This design comes from an exercise in tuning for small area and few clock cycles per item on the open sky130 flow, not from production work.
In this exercise RTL edits were held to simulation tests only and were not proved equivalent to the original.

**flow/constraint.sdc**
```tcl
create_clock -name core_clock -period 12.5 [get_ports {clk}]
set_input_delay 2.5000 -clock core_clock [delete_from_list [all_inputs] [get_ports {clk}]]
set_output_delay 2.5000 -clock core_clock [all_outputs]
set_load 0.01 [all_outputs]
```
**flow/config.mk**
```make
export PLATFORM = sky130hd
export DESIGN_NAME = md5_pipe
export DESIGN_NICKNAME = md5_pipe
export VERILOG_FILES = /design/flow/design.v
export SDC_FILE = /design/flow/constraint.sdc
export NUM_CORES = 8
export LEC_CHECK = 0
export CAP_MARGIN = 20
export CORE_MARGIN = 2
export CORE_UTILIZATION = 50
export SLEW_MARGIN = 20
```
**flow/design.v**
```verilog
    module md5(input [63:0] test, input clk, output[127:0] hash, output [0:63]  out
);
localparam h0 = 32'h67452301,
           h1 = 32'hefcdab89,
           h2 = 32'h98badcfe,
           h3 = 32'h10325476;
reg [0:63] w, w0, w1, w2, w3, w4, w5, w6, w7, w8, w9, w10, w11, w12, w13, w14, w15, w16, w17, w18, w19, w20, w21, w22, w23, w24, w25, w26, w27, w28, w29, w30, w31, w32, w33, w34, w35, w36, w37, w38, w39, w40, w41, w42, w43, w44, w45, w46, w47, w48, w49, w50, w51, w52, w53, w54, w55, w56, w57, w58, w59, w60, w61, w62, w63, w64;
reg [0:31]    A0, A1, A2, A3, A4, A5, A6, A7, A8, A9, A10, A11, A12, A13, A14, A15, A16, A17, A18, A19, A20, A21, A22, A23, A24, A25, A26, A27, A28, A29, A30, A31, A32, A33, A34, A35, A36, A37, A38, A39, A40, A41, A42, A43, A44, A45, A46, A47, A48, A49, A50, A51, A52, A53, A54, A55, A56, A57, A58, A59, A60, A61, A62, A63, A64;
reg [0:31]    B0, B1, B2, B3, B4, B5, B6, B7, B8, B9, B10, B11, B12, B13, B14, B15, B16, B17, B18, B19, B20, B21, B22, B23, B24, B25, B26, B27, B28, B29, B30, B31, B32, B33, B34, B35, B36, B37, B38, B39, B40, B41, B42, B43, B44, B45, B46, B47, B48, B49, B50, B51, B52, B53, B54, B55, B56, B57, B58, B59, B60, B61, B62, B63, B64;
reg [0:31]    C0, C1, C2, C3, C4, C5, C6, C7, C8, C9, C10, C11, C12, C13, C14, C15, C16, C17, C18, C19, C20, C21, C22, C23, C24, C25, C26, C27, C28, C29, C30, C31, C32, C33, C34, C35, C36, C37, C38, C39, C40, C41, C42, C43, C44, C45, C46, C47, C48, C49, C50, C51, C52, C53, C54, C55, C56, C57, C58, C59, C60, C61, C62, C63, C64;
reg [0:31]    D0, D1, D2, D3, D4, D5, D6, D7, D8, D9, D10, D11, D12, D13, D14, D15, D16, D17, D18, D19, D20, D21, D22, D23, D24, D25, D26, D27, D28, D29, D30, D31, D32, D33, D34, D35, D36, D37, D38, D39, D40, D41, D42, D43, D44, D45, D46, D47, D48, D49, D50, D51, D52, D53, D54, D55, D56, D57, D58, D59, D60, D61, D62, D63, D64;
reg [127:0] hash_reg;
reg [0:63] out_reg;
assign hash = hash_reg;
assign out = out_reg;
always@(posedge clk)
begin
    w0<=w;  w1<=w0; w2<=w1; w3<=w2; w4<=w3; w5<=w4; w6<=w5; w7<=w6; w8<=w7; w9 <=w8; w10<=w9;  w11<=w10; w12<=w11; w13<=w12; w14<=w13; w15<=w14; w16<=w15; w17<=w16; w18<=w17; w19<=w18; w20<=w19; w21<=w20; w22<=w21; w23<=w22; w24<=w23; w25<=w24; w26<=w25; w27<=w26; w28<=w27; w29<=w28; w30<=w29; w31<=w30; w32<=w31; w33<=w32; w34<=w33; w35<=w34; w36<=w35; w37<=w36; w38<=w37; w39<=w38; w40<=w39; w41<=w40; w42<=w41; w43<=w42; w44<=w43; w45<=w44; w46<=w45; w47<=w46; w48<=w47; w49<=w48; w50<=w49; w51<=w50; w52<=w51; w53<=w52; w54<=w53; w55<=w54; w56<=w55; w57<=w56; w58<=w57; w59<=w58; w60<=w59; w61<=w60; w62<=w61; w63<=w62;
    A3<=D2; A4<=D3; A5<=D4; A6<=D5; A7<=D6; A8<=D7; A9<=D8; A10<=D9; A11<=D10; A12<=D11; A13<=D12; A14<=D13; A15<=D14; A16<=D15; A17<=D16; A18<=D17; A19<=D18; A20<=D19; A21<=D20; A22<=D21; A23<=D22; A24<=D23; A25<=D24; A26<=D25; A27<=D26; A28<=D27; A29<=D28; A30<=D29; A31<=D30; A32<=D31; A33<=D32; A34<=D33; A35<=D34; A36<=D35; A37<=D36; A38<=D37; A39<=D38; A40<=D39; A41<=D40; A42<=D41; A43<=D42; A44<=D43; A45<=D44; A46<=D45; A47<=D46; A48<=D47; A49<=D48; A50<=D49; A51<=D50; A52<=D51; A53<=D52; A54<=D53; A55<=D54; A56<=D55; A57<=D56; A58<=D57; A59<=D58; A60<=D59; A61<=D60; A62<=D61;
    w[0+:8] <= test[32+:8];
    w[8+:8] <= test[40+:8];
   w[16+:8] <= test[48+:8];
   w[24+:8] <= test[56+:8];
   w[32+:8] <= test[0+:8];
   w[40+:8] <= test[8+:8];
   w[48+:8] <= test[16+:8];
   w[56+:8] <= test[24+:8];
    out_reg[56+:8] <= w63[32+:8];
    out_reg[48+:8] <= w63[40+:8];
   out_reg[40+:8] <= w63[48+:8];
   out_reg[32+:8] <= w63[56+:8];
   out_reg[24+:8] <= w63[0+:8];
   out_reg[16+:8] <= w63[8+:8];
   out_reg[8+:8] <= w63[16+:8];
   out_reg[0+:8] <= w63[24+:8];
     A0 <= h0; A1 <= D0; A2 <= D1; A3 <= D2; A4 <= D3; A5 <= D4; A6 <= D5; A7 <= D6; A8 <= D7; A9 <= D8; A10 <= D9; A11 <= D10; A12 <= D11; A13 <= D12; A14 <= D13; A15 <= D14; A16 <= D15; A17 <= D16; A18 <= D17; A19 <= D18; A20 <= D19; A21 <= D20; A22 <= D21; A23 <= D22; A24 <= D23; A25 <= D24; A26 <= D25; A27 <= D26; A28 <= D27; A29 <= D28; A30 <= D29; A31 <= D30; A32 <= D31; A33 <= D32; A34 <= D33; A35 <= D34; A36 <= D35; A37 <= D36; A38 <= D37; A39 <= D38; A40 <= D39; A41 <= D40; A42 <= D41; A43 <= D42; A44 <= D43; A45 <= D44; A46 <= D45; A47 <= D46; A48 <= D47; A49 <= D48; A50 <= D49; A51 <= D50; A52 <= D51; A53 <= D52; A54 <= D53; A55 <= D54; A56 <= D55; A57 <= D56; A58 <= D57; A59 <= D58; A60 <= D59; A61 <= D60; A62 <= D61; A63 <= D62; A64 <= D63+h0;
    B0 <= h1;
    C0 <= h2; C1 <= B0; C2 <= B1; C3 <= B2; C4 <= B3; C5 <= B4; C6 <= B5; C7 <= B6; C8 <= B7; C9 <= B8; C10 <= B9; C11 <= B10; C12 <= B11; C13 <= B12; C14 <= B13; C15 <= B14; C16 <= B15; C17 <= B16; C18 <= B17; C19 <= B18; C20 <= B19; C21 <= B20; C22 <= B21; C23 <= B22; C24 <= B23; C25 <= B24; C26 <= B25; C27 <= B26; C28 <= B27; C29 <= B28; C30 <= B29; C31 <= B30; C32 <= B31; C33 <= B32; C34 <= B33; C35 <= B34; C36 <= B35; C37 <= B36; C38 <= B37; C39 <= B38; C40 <= B39; C41 <= B40; C42 <= B41; C43 <= B42; C44 <= B43; C45 <= B44; C46 <= B45; C47 <= B46; C48 <= B47; C49 <= B48; C50 <= B49; C51 <= B50; C52 <= B51; C53 <= B52; C54 <= B53; C55 <= B54; C56 <= B55; C57 <= B56; C58 <= B57; C59 <= B58; C60 <= B59; C61 <= B60; C62 <= B61; C63 <= B62; C64 <= B63+h2;
    D0 <= h3; D1 <= C0; D2 <= C1; D3 <= C2; D4 <= C3; D5 <= C4; D6 <= C5; D7 <= C6; D8 <= C7; D9 <= C8; D10 <= C9; D11 <= C10; D12 <= C11; D13 <= C12; D14 <= C13; D15 <= C14; D16 <= C15; D17 <= C16; D18 <= C17; D19 <= C18; D20 <= C19; D21 <= C20; D22 <= C21; D23 <= C22; D24 <= C23; D25 <= C24; D26 <= C25; D27 <= C26; D28 <= C27; D29 <= C28; D30 <= C29; D31 <= C30; D32 <= C31; D33 <= C32; D34 <= C33; D35 <= C34; D36 <= C35; D37 <= C36; D38 <= C37; D39 <= C38; D40 <= C39; D41 <= C40; D42 <= C41; D43 <= C42; D44 <= C43; D45 <= C44; D46 <= C45; D47 <= C46; D48 <= C47; D49 <= C48; D50 <= C49; D51 <= C50; D52 <= C51; D53 <= C52; D54 <= C53; D55 <= C54; D56 <= C55; D57 <= C56; D58 <= C57; D59 <= C58; D60 <= C59; D61 <= C60; D62 <= C61; D63 <= C62; D64 <= C63+h3;
    hash_reg <= {A64[24 +: 8], A64[16 +: 8], A64[ 8 +: 8], A64[ 0 +: 8],
                 B64[24 +: 8], B64[16 +: 8], B64[ 8 +: 8], B64[ 0 +: 8],
                 C64[24 +: 8], C64[16 +: 8], C64[ 8 +: 8], C64[ 0 +: 8],
                 D64[24 +: 8], D64[16 +: 8], D64[ 8 +: 8], D64[ 0 +: 8]};
    B1 <= B0+(((A0+((B0&C0)|((~B0)&D0))+32'hd76aa478+w[0+:32])<<7)|((A0+((B0&C0)|((~B0)&D0))+32'hd76aa478+w[0+:32])>>25));
    B2 <= B1+(((A1+((B1&C1)|((~B1)&D1))+32'he8c7b756+w0[32+:32])<<12)|((A1+((B1&C1)|((~B1)&D1))+32'he8c7b756+w0[32+:32])>>20));
    B3 <= B2+(((A2+((B2&C2)|((~B2)&D2))+32'h242070db+32'h00000080)<<17)|((A2+((B2&C2)|((~B2)&D2))+32'h242070db+32'h00000080)>>15));
    B4 <= B3+(((A3+((B3&C3)|((~B3)&D3))+32'hc1bdceee)<<22)|((A3+((B3&C3)|((~B3)&D3))+32'hc1bdceee)>>10));
    B5 <= B4+(((A4+((B4&C4)|((~B4)&D4))+32'hf57c0faf)<<7)|((A4+((B4&C4)|((~B4)&D4))+32'hf57c0faf)>>25));
    B6 <= B5+(((A5+((B5&C5)|((~B5)&D5))+32'h4787c62a)<<12)|((A5+((B5&C5)|((~B5)&D5))+32'h4787c62a)>>20));
    B7 <= B6+(((A6+((B6&C6)|((~B6)&D6))+32'ha8304613)<<17)|((A6+((B6&C6)|((~B6)&D6))+32'ha8304613)>>15));
    B8 <= B7+(((A7+((B7&C7)|((~B7)&D7))+32'hfd469501)<<22)|((A7+((B7&C7)|((~B7)&D7))+32'hfd469501)>>10));
    B9 <= B8+(((A8+((B8&C8)|((~B8)&D8))+32'h698098d8)<<7)|((A8+((B8&C8)|((~B8)&D8))+32'h698098d8)>>25));
    B10 <= B9+(((A9+((B9&C9)|((~B9)&D9))+32'h8b44f7af)<<12)|((A9+((B9&C9)|((~B9)&D9))+32'h8b44f7af)>>20));
    B11 <= B10+(((A10+((B10&C10)|((~B10)&D10))+32'hffff5bb1)<<17)|((A10+((B10&C10)|((~B10)&D10))+32'hffff5bb1)>>15));
    B12 <= B11+(((A11+((B11&C11)|((~B11)&D11))+32'h895cd7be)<<22)|((A11+((B11&C11)|((~B11)&D11))+32'h895cd7be)>>10));
    B13 <= B12+(((A12+((B12&C12)|((~B12)&D12))+32'h6b901122)<<7)|((A12+((B12&C12)|((~B12)&D12))+32'h6b901122)>>25));
    B14 <= B13+(((A13+((B13&C13)|((~B13)&D13))+32'hfd987193)<<12)|((A13+((B13&C13)|((~B13)&D13))+32'hfd987193)>>20));
    B15 <= B14+(((A14+((B14&C14)|((~B14)&D14))+32'ha679438e+32'h00000040)<<17)|((A14+((B14&C14)|((~B14)&D14))+32'ha679438e+32'h00000040)>>15));
    B16 <= B15+(((A15+((B15&C15)|((~B15)&D15))+32'h49b40821)<<22)|((A15+((B15&C15)|((~B15)&D15))+32'h49b40821)>>10));
    B17 <= B16+(((A16+((B16&D16)|((~D16)&C16))+32'hf61e2562+w15[32+:32])<<5)|((A16+((B16&D16)|((~D16)&C16))+32'hf61e2562+w15[32+:32])>>27));
    B18 <= B17+(((A17+((B17&D17)|((~D17)&C17))+32'hc040b340)<<9)|((A17+((B17&D17)|((~D17)&C17))+32'hc040b340)>>23));
    B19 <= B18+(((A18+((B18&D18)|((~D18)&C18))+32'h265e5a51)<<14)|((A18+((B18&D18)|((~D18)&C18))+32'h265e5a51)>>18));
    B20 <= B19+(((A19+((B19&D19)|((~D19)&C19))+32'he9b6c7aa+w18[0+:32])<<20)|((A19+((B19&D19)|((~D19)&C19))+32'he9b6c7aa+w18[0+:32])>>12));
    B21 <= B20+(((A20+((B20&D20)|((~D20)&C20))+32'hd62f105d)<<5)|((A20+((B20&D20)|((~D20)&C20))+32'hd62f105d)>>27));
    B22 <= B21+(((A21+((B21&D21)|((~D21)&C21))+32'h02441453)<<9)|((A21+((B21&D21)|((~D21)&C21))+32'h02441453)>>23));
    B23 <= B22+(((A22+((B22&D22)|((~D22)&C22))+32'hd8a1e681)<<14)|((A22+((B22&D22)|((~D22)&C22))+32'hd8a1e681)>>18));
    B24 <= B23+(((A23+((B23&D23)|((~D23)&C23))+32'he7d3fbc8)<<20)|((A23+((B23&D23)|((~D23)&C23))+32'he7d3fbc8)>>12));
    B25 <= B24+(((A24+((B24&D24)|((~D24)&C24))+32'h21e1cde6)<<5)|((A24+((B24&D24)|((~D24)&C24))+32'h21e1cde6)>>27));
    B26 <= B25+(((A25+((B25&D25)|((~D25)&C25))+32'hc33707d6+32'h00000040)<<9)|((A25+((B25&D25)|((~D25)&C25))+32'hc33707d6+32'h00000040)>>23));
    B27 <= B26+(((A26+((B26&D26)|((~D26)&C26))+32'hf4d50d87)<<14)|((A26+((B26&D26)|((~D26)&C26))+32'hf4d50d87)>>18));
    B28 <= B27+(((A27+((B27&D27)|((~D27)&C27))+32'h455a14ed)<<20)|((A27+((B27&D27)|((~D27)&C27))+32'h455a14ed)>>12));
    B29 <= B28+(((A28+((B28&D28)|((~D28)&C28))+32'ha9e3e905)<<5)|((A28+((B28&D28)|((~D28)&C28))+32'ha9e3e905)>>27));
    B30 <= B29+(((A29+((B29&D29)|((~D29)&C29))+32'hfcefa3f8+32'h00000080)<<9)|((A29+((B29&D29)|((~D29)&C29))+32'hfcefa3f8+32'h00000080)>>23));
    B31 <= B30+(((A30+((B30&D30)|((~D30)&C30))+32'h676f02d9)<<14)|((A30+((B30&D30)|((~D30)&C30))+32'h676f02d9)>>18));
    B32 <= B31+(((A31+((B31&D31)|((~D31)&C31))+32'h8d2a4c8a)<<20)|((A31+((B31&D31)|((~D31)&C31))+32'h8d2a4c8a)>>12));
    B33 <= B32+(((A32+(B32^C32^D32)+32'hfffa3942)<<4)|((A32+(B32^C32^D32)+32'hfffa3942)>>28));
    B34 <= B33+(((A33+(B33^C33^D33)+32'h8771f681)<<11)|((A33+(B33^C33^D33)+32'h8771f681)>>21));
    B35 <= B34+(((A34+(B34^C34^D34)+32'h6d9d6122)<<16)|((A34+(B34^C34^D34)+32'h6d9d6122)>>16));
    B36 <= B35+(((A35+(B35^C35^D35)+32'hfde5380c+32'h00000040)<<23)|((A35+(B35^C35^D35)+32'hfde5380c+32'h00000040)>>9));
    B37 <= B36+(((A36+(B36^C36^D36)+32'ha4beea44+w35[32+:32])<<4)|((A36+(B36^C36^D36)+32'ha4beea44+w35[32+:32])>>28));
    B38 <= B37+(((A37+(B37^C37^D37)+32'h4bdecfa9)<<11)|((A37+(B37^C37^D37)+32'h4bdecfa9)>>21));
    B39 <= B38+(((A38+(B38^C38^D38)+32'hf6bb4b60)<<16)|((A38+(B38^C38^D38)+32'hf6bb4b60)>>16));
    B40 <= B39+(((A39+(B39^C39^D39)+32'hbebfbc70)<<23)|((A39+(B39^C39^D39)+32'hbebfbc70)>>9));
    B41 <= B40+(((A40+(B40^C40^D40)+32'h289b7ec6)<<4)|((A40+(B40^C40^D40)+32'h289b7ec6)>>28));
    B42 <= B41+(((A41+(B41^C41^D41)+32'heaa127fa+w40[0+:32])<<11)|((A41+(B41^C41^D41)+32'heaa127fa+w40[0+:32])>>21));
    B43 <= B42+(((A42+(B42^C42^D42)+32'hd4ef3085)<<16)|((A42+(B42^C42^D42)+32'hd4ef3085)>>16));
    B44 <= B43+(((A43+(B43^C43^D43)+32'h04881d05)<<23)|((A43+(B43^C43^D43)+32'h04881d05)>>9));
    B45 <= B44+(((A44+(B44^C44^D44)+32'hd9d4d039)<<4)|((A44+(B44^C44^D44)+32'hd9d4d039)>>28));
    B46 <= B45+(((A45+(B45^C45^D45)+32'he6db99e5)<<11)|((A45+(B45^C45^D45)+32'he6db99e5)>>21));
    B47 <= B46+(((A46+(B46^C46^D46)+32'h1fa27cf8)<<16)|((A46+(B46^C46^D46)+32'h1fa27cf8)>>16));
    B48 <= B47+(((A47+(B47^C47^D47)+32'hc4ac5665+32'h00000080)<<23)|((A47+(B47^C47^D47)+32'hc4ac5665+32'h00000080)>>9));
    B49 <= B48+(((A48+(C48^(B48|(~D48)))+32'hf4292244+w47[0+:32])<<6)|((A48+(C48^(B48|(~D48)))+32'hf4292244+w47[0+:32])>>26));
    B50 <= B49+(((A49+(C49^(B49|(~D49)))+32'h432aff97)<<10)|((A49+(C49^(B49|(~D49)))+32'h432aff97)>>22));
    B51 <= B50+(((A50+(C50^(B50|(~D50)))+32'hab9423a7+32'h00000040)<<15)|((A50+(C50^(B50|(~D50)))+32'hab9423a7+32'h00000040)>>17));
    B52 <= B51+(((A51+(C51^(B51|(~D51)))+32'hfc93a039)<<21)|((A51+(C51^(B51|(~D51)))+32'hfc93a039)>>11));
    B53 <= B52+(((A52+(C52^(B52|(~D52)))+32'h655b59c3)<<6)|((A52+(C52^(B52|(~D52)))+32'h655b59c3)>>26));
    B54 <= B53+(((A53+(C53^(B53|(~D53)))+32'h8f0ccc92)<<10)|((A53+(C53^(B53|(~D53)))+32'h8f0ccc92)>>22));
    B55 <= B54+(((A54+(C54^(B54|(~D54)))+32'hffeff47d)<<15)|((A54+(C54^(B54|(~D54)))+32'hffeff47d)>>17));
    B56 <= B55+(((A55+(C55^(B55|(~D55)))+32'h85845dd1+w54[32+:32])<<21)|((A55+(C55^(B55|(~D55)))+32'h85845dd1+w54[32+:32])>>11));
    B57 <= B56+(((A56+(C56^(B56|(~D56)))+32'h6fa87e4f)<<6)|((A56+(C56^(B56|(~D56)))+32'h6fa87e4f)>>26));
    B58 <= B57+(((A57+(C57^(B57|(~D57)))+32'hfe2ce6e0)<<10)|((A57+(C57^(B57|(~D57)))+32'hfe2ce6e0)>>22));
    B59 <= B58+(((A58+(C58^(B58|(~D58)))+32'ha3014314)<<15)|((A58+(C58^(B58|(~D58)))+32'ha3014314)>>17));
    B60 <= B59+(((A59+(C59^(B59|(~D59)))+32'h4e0811a1)<<21)|((A59+(C59^(B59|(~D59)))+32'h4e0811a1)>>11));
    B61 <= B60+(((A60+(C60^(B60|(~D60)))+32'hf7537e82)<<6)|((A60+(C60^(B60|(~D60)))+32'hf7537e82)>>26));
    B62 <= B61+(((A61+(C61^(B61|(~D61)))+32'hbd3af235)<<10)|((A61+(C61^(B61|(~D61)))+32'hbd3af235)>>22));
    B63 <= B62+(((A62+(C62^(B62|(~D62)))+32'h2ad7d2bb+32'h00000080)<<15)|((A62+(C62^(B62|(~D62)))+32'h2ad7d2bb+32'h00000080)>>17));
    B64 <= h1+B63+(((A63+(C63^(B63|(~D63)))+32'heb86d391)<<21)|((A63+(C63^(B63|(~D63)))+32'heb86d391)>>11));
end
endmodule
module md5_pipe (
    input          clk,
    input          rst_n,       
    input          in_valid,
    output         in_ready,
    input  [63:0]  msg,         
    output         out_valid,
    output [127:0] hash,        
    output [63:0]  out_msg      
);
localparam LAT = 66;
reg [LAT-1:0] vpipe;
always @(posedge clk) begin
    if (!rst_n) vpipe <= {LAT{1'b0}};
    else        vpipe <= {vpipe[LAT-2:0], in_valid};
end
assign in_ready  = 1'b1;
assign out_valid = vpipe[LAT-1];
md5 core (
    .test(msg),
    .clk (clk),
    .hash(hash),
    .out (out_msg)
);
endmodule
```
**flow/run.sh**
```bash
#!/bin/bash
# synth_recipe.tcl (not shown) runs the flow's synth.tcl, then flattens the netlist and writes it again
# the make line also repeats each setting of config.mk as NAME=value (left out here)
make -C /OpenROAD-flow-scripts/flow DESIGN_CONFIG=/design/flow/config.mk WORK_HOME=/design/flow/orfs CLKGATE_MAP_FILE= SYNTH_SCRIPT=/design/flow/synth_recipe.tcl finish
```
==> load_flow_metrics.sql <==
INSERT INTO impl_metrics (metric_group, metric, value, unit) VALUES
('setup_path', 'crit_path_max_incr_delay', '0.85', 'ns'),
('routing', 'route.met2.wl', '717000', 'um'),
('cts', 'cts-htree-levels', '7', ''),
('logic_synthesis', 'synth-warning-count', '2', ''),
('cts', 'cts_setup_buffers', '0', ''),
('cts', 'tritoncts', 'built', ''),
('setup_path', 'startpoint_type', 'register', ''),
('setup_path', 'critical-path-top-cell-by-count', 'a21oi_1', ''),
('placement', 'globalplace.congestion', '0.988', ''),
('logic_synthesis', 'synth_edf_count', '0', ''),
('logic_synthesis', 'syn-instance-count', '44403', ''),
('logic_synthesis', 'ys_dominant_reg_cell', 'dfxtp_1', ''),
('status', 'run_status', 'timing/DRC/antenna clean', ''),
('setup_path', 'cp_max_fo', '3', ''),
('logic_synthesis', 'yosys.cell_types.count', '106', ''),
('routing', 'top_signal_layer_used', 'met5', ''),
('global_routing', 'first_global_vias', '311738', ''),
('timing', 'fmax', '112', 'MHz'),
('placement', 'dp_hpwl', '1280000', 'um'),
('cts', 'cts_hold_bufs', '0', ''),
('cts', 'clock_insertion_delay_worst_skew', '1.17', 'ns'),
('die', 'die_w', '991', 'um'),
('die', 'die_area', '982000', 'sq um'),
('timing', 'slew_at_the_pin_closest_to_its_max_slew_limit', '1.21', 'ns'),
('cells_and_area', 'fraction_of_final_layout_cells_sized_beyond_drive_strength_1', '6.07', '%'),
('routing', 'm1WireLength', '625000', 'um'),
('global_routing', 'grt_start_max_net_pins', '67', ''),
('die', 'floorplan.rows', '362', ''),
('worst_hold_path', 'hold_class', 'register to register', ''),
('cts', 'clk_pin_slew', '0.07', 'ns'),
('cells_and_area', 'area.growth.synth_to_final', '13.1', '%'),
('routing', 'routed-wl-met3', '79500', 'um'),
('logic_synthesis', 'synth_sequential_area_ratio', '51.0', '%'),
('timing', 'finalSetupTns', '0', 'ns'),
('global_routing', 'antenna_violations_before_repair', '197', ''),
('routing', 'detail_route.iter0.violations', '22191', ''),
('timing', 'hold_viol', '0', ''),
('cts', 'post_cts_resized', '0', ''),
('cts', 'clock_sinks', '12418', ''),
('logic_synthesis', 'synth_seq_cells', '12418', ''),
('die', 'initial_core_utilization', '50.1', '%'),
('logic_synthesis', 'synth_area', '487000', 'sq um'),
('routing', 'detailed_route_wire_length', '1530000', 'um'),
('setup_path', 'crit_slowest_cell', 'a2111oi_0', ''),
('logic_synthesis', 'synthesis.nets', '50471', ''),
('global_routing', 'grt_first_pass_wirelength', '2150000', 'um'),
('cells_and_area', 'layout.nets', '51957', ''),
('global_routing', 'groute.usage.overall', '30.1', '%'),
('routing', 'post-route-drc-count', '0', ''),
('setup_path', 'worst-endpoint-required', '13.52', 'ns'),
('setup_path', 'worst-setup-path-type', 'register to register', ''),
('timing', 'final_max_slew_viol_count', '0', ''),
('routing', 'viasPerCell', '5.31', ''),
('cts', 'tritoncts.num_buffers', '1265', ''),
('timing', 'headroom_to_the_max_slew_limit', '18.2', '%'),
('routing', 'route.antenna.remaining_nets', '0', ''),
('flow_run', 'drv_cap', '0', ''),
('cells_and_area', 'largest_register_ffs', '128', ''),
('cts', 'cts.path.max_buffers', '5', ''),
('timing', 'fin_crit', '8.91', 'ns'),
('timing', 'finClkSkew', '0.0902', 'ns'),
('logic_synthesis', 'asyncSetResetFlopFracSynth', '0', '%'),
('setup_path', 'critical_path_arrival', '9.93', 'ns'),
('timing', 'setup_viol_count_final', '0', ''),
('logic_synthesis', 'synth.avg_cell_area', '11.0', 'sq um'),
('setup_path', 'endpoint_kind', 'register', ''),
('routing', 'routed-via-count', '319307', ''),
('timing', 'rsz0062_at_grt', 'false', ''),
('die', 'dieHeight', '991', 'um'),
('timing', 'timing.hold.ws', '0.279', 'ns'),
('routing', 'drt_pass1_iterations', '9', ''),
('placement', 'buffer_ports.inserted', '259', ''),
('global_routing', 'grt-ovfl-total', '0', ''),
('routing', 'detail_route.wl_per_cell', '25.4', 'um'),
('cts', 'clock_tree.root_cell', 'clkbuf_16', ''),
('die', 'core_area', '972000', 'sq um'),
('timing', 'period_share', '71.2', '%'),
('die', 'io-pin-count', '261', '');
cell usage in the layout (no fill, tap or decap), drive strengths merged, types with 259 or more instances in the layout:
cell type	n
nand2	1301
and3	276
clkdlybuf4s50	259
a21o	1203
nor3	601
o21bai	444
clkbuf	1671
inv	4033
xor2	1206
o21ai	1511
clkinv	317
xnor2	3954
nand3	560
mux2i	498
dfxtp	12418
a21oi	2775
nor2	2182
a211oi	307
mux2	441
nor2b	696
ha	5692
fa	309
o21a	641
diode	355
nand2b	737
metal layers:
metal  up-vias  global-route usage (%)
li1     154983                       -
met1    151923                    36.3
met3      2987                    4.60
met4        56                    17.9
met5         -                       0
met2      9358                    50.9
cell type report:
class	instances	area, sq um
Antenna cell	355	888
Clock buffer	1671	35300
Clock inverter	618	9130
Fill cell	82622	420000
Inverter	3960	14900
Multi-Input combinational cell	27960	223000
Sequential cell	12418	249000
Tap cell	12922	16200
Timing Repair Buffer	284	2780
worst max-delay path: cells and delay by family (launching register included):
family	cells	cell delay (ns)
XOR/XNOR	2	0.32
multiplexers	1	0.34
AND/OR/NAND/NOR	2	0.31
adder cells (fa/ha/maj)	5	1.59
flip-flops	1	0.34
AO/OA/AOI/OAI	18	5.86
kinds of logic (layout without fill, tap and decap cells):
group | count (synthesis) | count (layout) | synth area share [%]
buf+inv | 4025 | 6533 | 3.10
other cells | 1 | 356 | 0.000770
flops | 12418 | 12418 | 51.0
fa+ha+maj | 6001 | 6001 | 15.9
xor+xnor | 5160 | 5160 | 9.28
compound gates | 8515 | 8515 | 11.2
simple gates | 7344 | 7344 | 7.44
mux | 939 | 939 | 2.04
cells in the mapped netlist (all sizes together) (560+ instances only):
cell        n  area share [%]
dfxtp   12418              51
nor2b     696            0.89
a21o     1203             1.9
xor2     1206             2.2
o21a      641            0.99
inv      3960             3.1
ha       5692              15
xnor2    3954             7.1
nand2b    737            0.95
a21oi    2775             2.9
nand2    1301             1.0
o21ai    1511             1.6
nor2     2182             1.7
nand3     560            0.58
nor3      601            0.62
per-stage QoR:
step / std cells / cell area [sq um] / util [%] / setup WS (ns)
global placement: 57544 / 506000 / 52.1 / 3.45
CTS: 59833 / 550000 / 56.6 / 3.70
floorplan: 44403 / 487000 / - / 5.28
detailed placement: 57544 / 506000 / 52.1 / 3.81
global route: 60094 / 551000 / 56.7 / 3.04
finish: 60188 / 551000 / 56.7 / 3.59
final timing paths:
path	slack (ns)	from	end	cells after the start
worst min register to register	0.28	core.w34[35]$_DFF_P_	core.w35[35]$_DFF_P_	0
worst min-delay path	0.28	core.w34[35]$_DFF_P_	core.w35[35]$_DFF_P_	0
worst max-delay path	3.59	core.D24[31]$_DFF_P_	core.B25[1]$_DFF_P_	28
worst max register to register	3.59	core.D24[31]$_DFF_P_	core.B25[1]$_DFF_P_	28
Testbench counts, summed over its fixed seeds: cycles 6,396, items 6,000.

what the ideal ports hide:
The results above use ideal ports. As a check the final layout listed here was re-extracted and re-timed, cells and wires unchanged.
Step 1 (the two cells are an assumption about what drives the block):
set clk [get_ports {clk}]
set_driving_cell -lib_cell sky130_fd_sc_hd__clkbuf_16 $clk
set_driving_cell -lib_cell sky130_fd_sc_hd__buf_2 [delete_from_list [all_inputs] $clk]
Step 2 times the ports against the registers' clock, not the clock port: input delays grow and output delays shrink by t, the midpoint of the rising clock arrivals with the driver on.
a / b / c = no drivers / after step 1 / after step 2; a / b = the first two.
t (ns): 1.308
slack for setup (ns): 3.595 / 3.595 / 3.595
worst setup path at the end: register to register
latest minus earliest clock arrival (ns): 0.101 / 0.101
worst data-port slew with drivers (ns): 0.45
After both steps this run still meets setup and hold. The setup slack of this run moves by 0.000 ns with the drivers and by 0.000 ns with both steps.
